From an optimization exercise on the open Yosys and OpenROAD flow, aimed at small area, a short achievable clock period and few clock cycles per item; shortcuts taken in it are not production practice. Only simulation tests tie the RTL to the original design; equivalence was not proved. No activity file was given, so power comes from the tool's default toggle rates.

== the baseline ==
## fft_engine
module fft_engine (
    input i_clk,
    input i_rst,
    input i_in_valid,
    output o_in_ready,
    input signed [15:0] i_in_re,
    input signed [15:0] i_in_im,
    output o_out_valid,
    output signed [15:0] o_out_re,
    output signed [15:0] o_out_im
);
Size in the first run: about 11000 cells after synthesis, roughly 2300 flip-flops, ~140000 um^2 of cells after synthesis.
Settings: LEC_CHECK=0, CAP_MARGIN=20, CORE_MARGIN=2, CORE_UTILIZATION=58, SETUP_SLACK_MARGIN=5, SLEW_MARGIN=20, TNS_END_PERCENT=10; clock period 9.0 ns.
run.sh (not shown) runs the stock make flow with config.mk's settings and CLKGATE_MAP_FILE= SYNTH_SCRIPT=/design/flow/synth_recipe.tcl, a recipe that flattens the netlist after the stock synthesis.
Testbench counts of the baseline, summed over its fixed seeds: cycles 6,616, frames 192.
Here is what was changed in the inputs of the candidate compared with the baseline.
--- a/flow/design.v
+++ b/flow/design.v
@@ -580,51 +580,53 @@
     output signed [15:0] o_out_re,
     output signed [15:0] o_out_im
 );
 function automatic logic w0dec(input logic [15:0] a);
     w0dec = !a[15] && a[14] && (a[13:0] != 14'd0);
 endfunction
 function automatic logic w0inc(input logic [15:0] a);
     w0inc = a[15] && (!a[14] || (a[13:0] == 14'd0));
 endfunction
-localparam LAT = 57;
+localparam LAT = 58;
 logic adv;
 logic [4:0] cnt, cnt_next;
 control #(.LAT(LAT)) ctl (
     .i_clk(i_clk),
     .i_rst(i_rst),
     .i_in_valid(i_in_valid),
     .o_in_ready(o_in_ready),
     .o_adv(adv),
     .o_cnt(cnt),
     .o_cnt_next(cnt_next),
     .o_out_valid(o_out_valid)
 );
-logic [4:0] i1a, i2a, i2, i3a, i3, i4, ip1, ip2, ip3, ip4;
+logic [4:0] i1a, i1b, i2a, i2, i3a, i3, i4, ip1, ip2, ip3, ip4;
 assign i1a = cnt_next - 5'd17;    
-assign i2a = cnt_next - 5'd26;    
-assign i2  = cnt_next - 5'd28;    
-assign i3a = cnt_next - 5'd1;     
-assign i3  = cnt_next - 5'd3;     
-assign i4  = cnt_next - 5'd5;     
-assign ip1 = cnt_next - 5'd10;    
-assign ip2 = cnt_next - 5'd11;
-assign ip3 = cnt_next - 5'd13;
-assign ip4 = cnt_next - 5'd17;
-logic d0_sec, d1_sec, d1_g, d2_sec, d2b_sec, d3_sec, d3b_sec;
+assign i1b = cnt_next - 5'd18;    
+assign i2a = cnt_next - 5'd27;    
+assign i2  = cnt_next - 5'd29;    
+assign i3a = cnt_next - 5'd2;     
+assign i3  = cnt_next - 5'd4;     
+assign i4  = cnt_next - 5'd6;     
+assign ip1 = cnt_next - 5'd11;    
+assign ip2 = cnt_next - 5'd12;
+assign ip3 = cnt_next - 5'd14;
+assign ip4 = cnt_next - 5'd18;
+logic d0_sec, d1_sec, d1_g, d1b_sec, d2_sec, d2b_sec, d3_sec, d3b_sec;
 logic [1:0] d2_g;
 logic [2:0] d3_g;
 logic [4:0] j4;
 logic [3:0] dp_sel;
 always_ff @(posedge i_clk) begin
     d0_sec <= cnt_next[4];
     d1_sec <= i1a[3];
     d1_g <= i1a[4];
+    d1b_sec <= i1b[3];
     d2_sec <= i2a[2];
     d2_g <= i2a[4:3];
     d2b_sec <= i2[2];
     d3_sec <= i3a[1];
     d3_g <= i3a[4:2];
     d3b_sec <= i3[1];
     j4 <= i4;
     dp_sel <= {ip4[4] & ~ip4[3], ip3[3] & ~ip3[2], ip2[2] & ~ip2[1], ip1[1] & ~ip1[0]};
 end
@@ -639,39 +641,46 @@
                   2'd2 - {1'b0, w0inc(i_in_im)} + {1'b0, w0dec(i_in_im)}};
     end
     else begin
         d0_kt <= 4'b0101;
         d0_kb <= 4'b1010;
     end
 end
 sdf_stage #(.D(16)) st0 (.i_clk(i_clk), .i_en(adv), .i_second(d0_sec), .i_x(data_r),
                          .i_kt(d0_kt), .i_kb(d0_kb), .o_next(), .o_out(out0));
-logic [31:0] x1, out1;
-logic [3:0] x1_kt, x1_kb;
+logic [31:0] x1, x1r, out1;
+logic [3:0] x1_kt, x1_kb, x1_ktr, x1_kbr;
 always_comb begin
     x1_kt = 4'b0101;
     x1_kb = 4'b1010;
     if (!d1_sec) x1 = out0;
     else if (!d1_g) begin
         x1 = out0;
         x1_kt = {2'd1 + {1'b0, w0inc(out0[31:16])} - {1'b0, w0dec(out0[31:16])},
                  2'd1 + {1'b0, w0inc(out0[15:0])} - {1'b0, w0dec(out0[15:0])}};
         x1_kb = {2'd2 - {1'b0, w0inc(out0[31:16])} + {1'b0, w0dec(out0[31:16])},
                  2'd2 - {1'b0, w0inc(out0[15:0])} + {1'b0, w0dec(out0[15:0])}};
     end
     else begin
         x1 = {out0[15:0], ~out0[31:16]};
         x1_kt = 4'b0110;
         x1_kb = 4'b1001;
     end
 end
-sdf_stage #(.D(8)) st1 (.i_clk(i_clk), .i_en(adv), .i_second(d1_sec), .i_x(x1),
-                        .i_kt(x1_kt), .i_kb(x1_kb), .o_next(), .o_out(out1));
+always_ff @(posedge i_clk) begin
+    if (adv) begin
+        x1r <= x1;
+        x1_ktr <= x1_kt;
+        x1_kbr <= x1_kb;
+    end
+end
+sdf_stage #(.D(8)) st1 (.i_clk(i_clk), .i_en(adv), .i_second(d1b_sec), .i_x(x1r),
+                        .i_kt(x1_ktr), .i_kb(x1_kbr), .o_next(), .o_out(out1));
 logic [15:0] a2, b2, ka1, ka2, kb1, kb2;
 logic kacl, kbcl;
 logic ea2, eb2;
 assign a2 = out1[31:16];
 assign b2 = out1[15:0];
 assign ea2 = (a2[13:0] == 14'h2000);
 assign eb2 = (b2[13:0] == 14'h2000);
 cmul_k23170 m2a (.i_a(a2), .o_h1(ka1), .o_h2(ka2), .o_cl(kacl));
 cmul_k23170 m2b (.i_a(b2), .o_h1(kb1), .o_h2(kb2), .o_cl(kbcl));
## What came out
- The candidate went all the way through the flow, and no timing, DRC or antenna check failed.
- In the metrics for the baseline and the candidate, the one carrying the higher synthesized cell count is the candidate.
- Compared with the baseline, power in the candidate decreased by more than 10%.
- Looking at portion of the clock cycle consumed by the worst path in the final layout, the candidate sits above the baseline.
- The candidate vs the baseline, wire length on met3 went down by about 2.8%.
- Cell count in the candidate is 323 higher than in the baseline
- There was hardly any difference in relative area change from synthesis to final layout between the candidate and the baseline.
- In the metrics for the baseline and the candidate, the one carrying the higher setup slack after layout is the baseline.
- In the candidate the net switching share of the total power turned out 2.0 points lower than in the baseline.
- Against the baseline, the candidate comes in 3 lower on count of clock-net buffers in the final layout.
- Against the baseline, worst hold slack in the candidate came out worse.
- The candidate against the baseline: die area rose 1.5%, cell area after layout rose about 1.4%.
Testbench counts of the candidate, summed over its fixed seeds: cycles 6,624, frames 192.

## what the ideal ports hide
In the flow no input, the clock included, has a driving cell. The finished layouts below were timed again as built, in two steps.
Step 1: set_driving_cell puts a clkbuf_16 on i_clk and a buf_2 on each other input, an assumption about the parent block.
Step 2 times the ports against the registers' clock, not the clock port: input delays grow and output delays shrink by t, the midpoint of the rising clock arrivals with the driver on.
a / b / c = no drivers / after step 1 / after step 2; a / b = the first two.
run	shift t [ns]	setup WS [ns]	pins driven straight from the clock port
the baseline	0.954	4.648 / 4.648 / 4.648	1
the candidate	0.970	4.608 / 4.608 / 4.608	1
After both steps setup and hold are still met in every run listed.
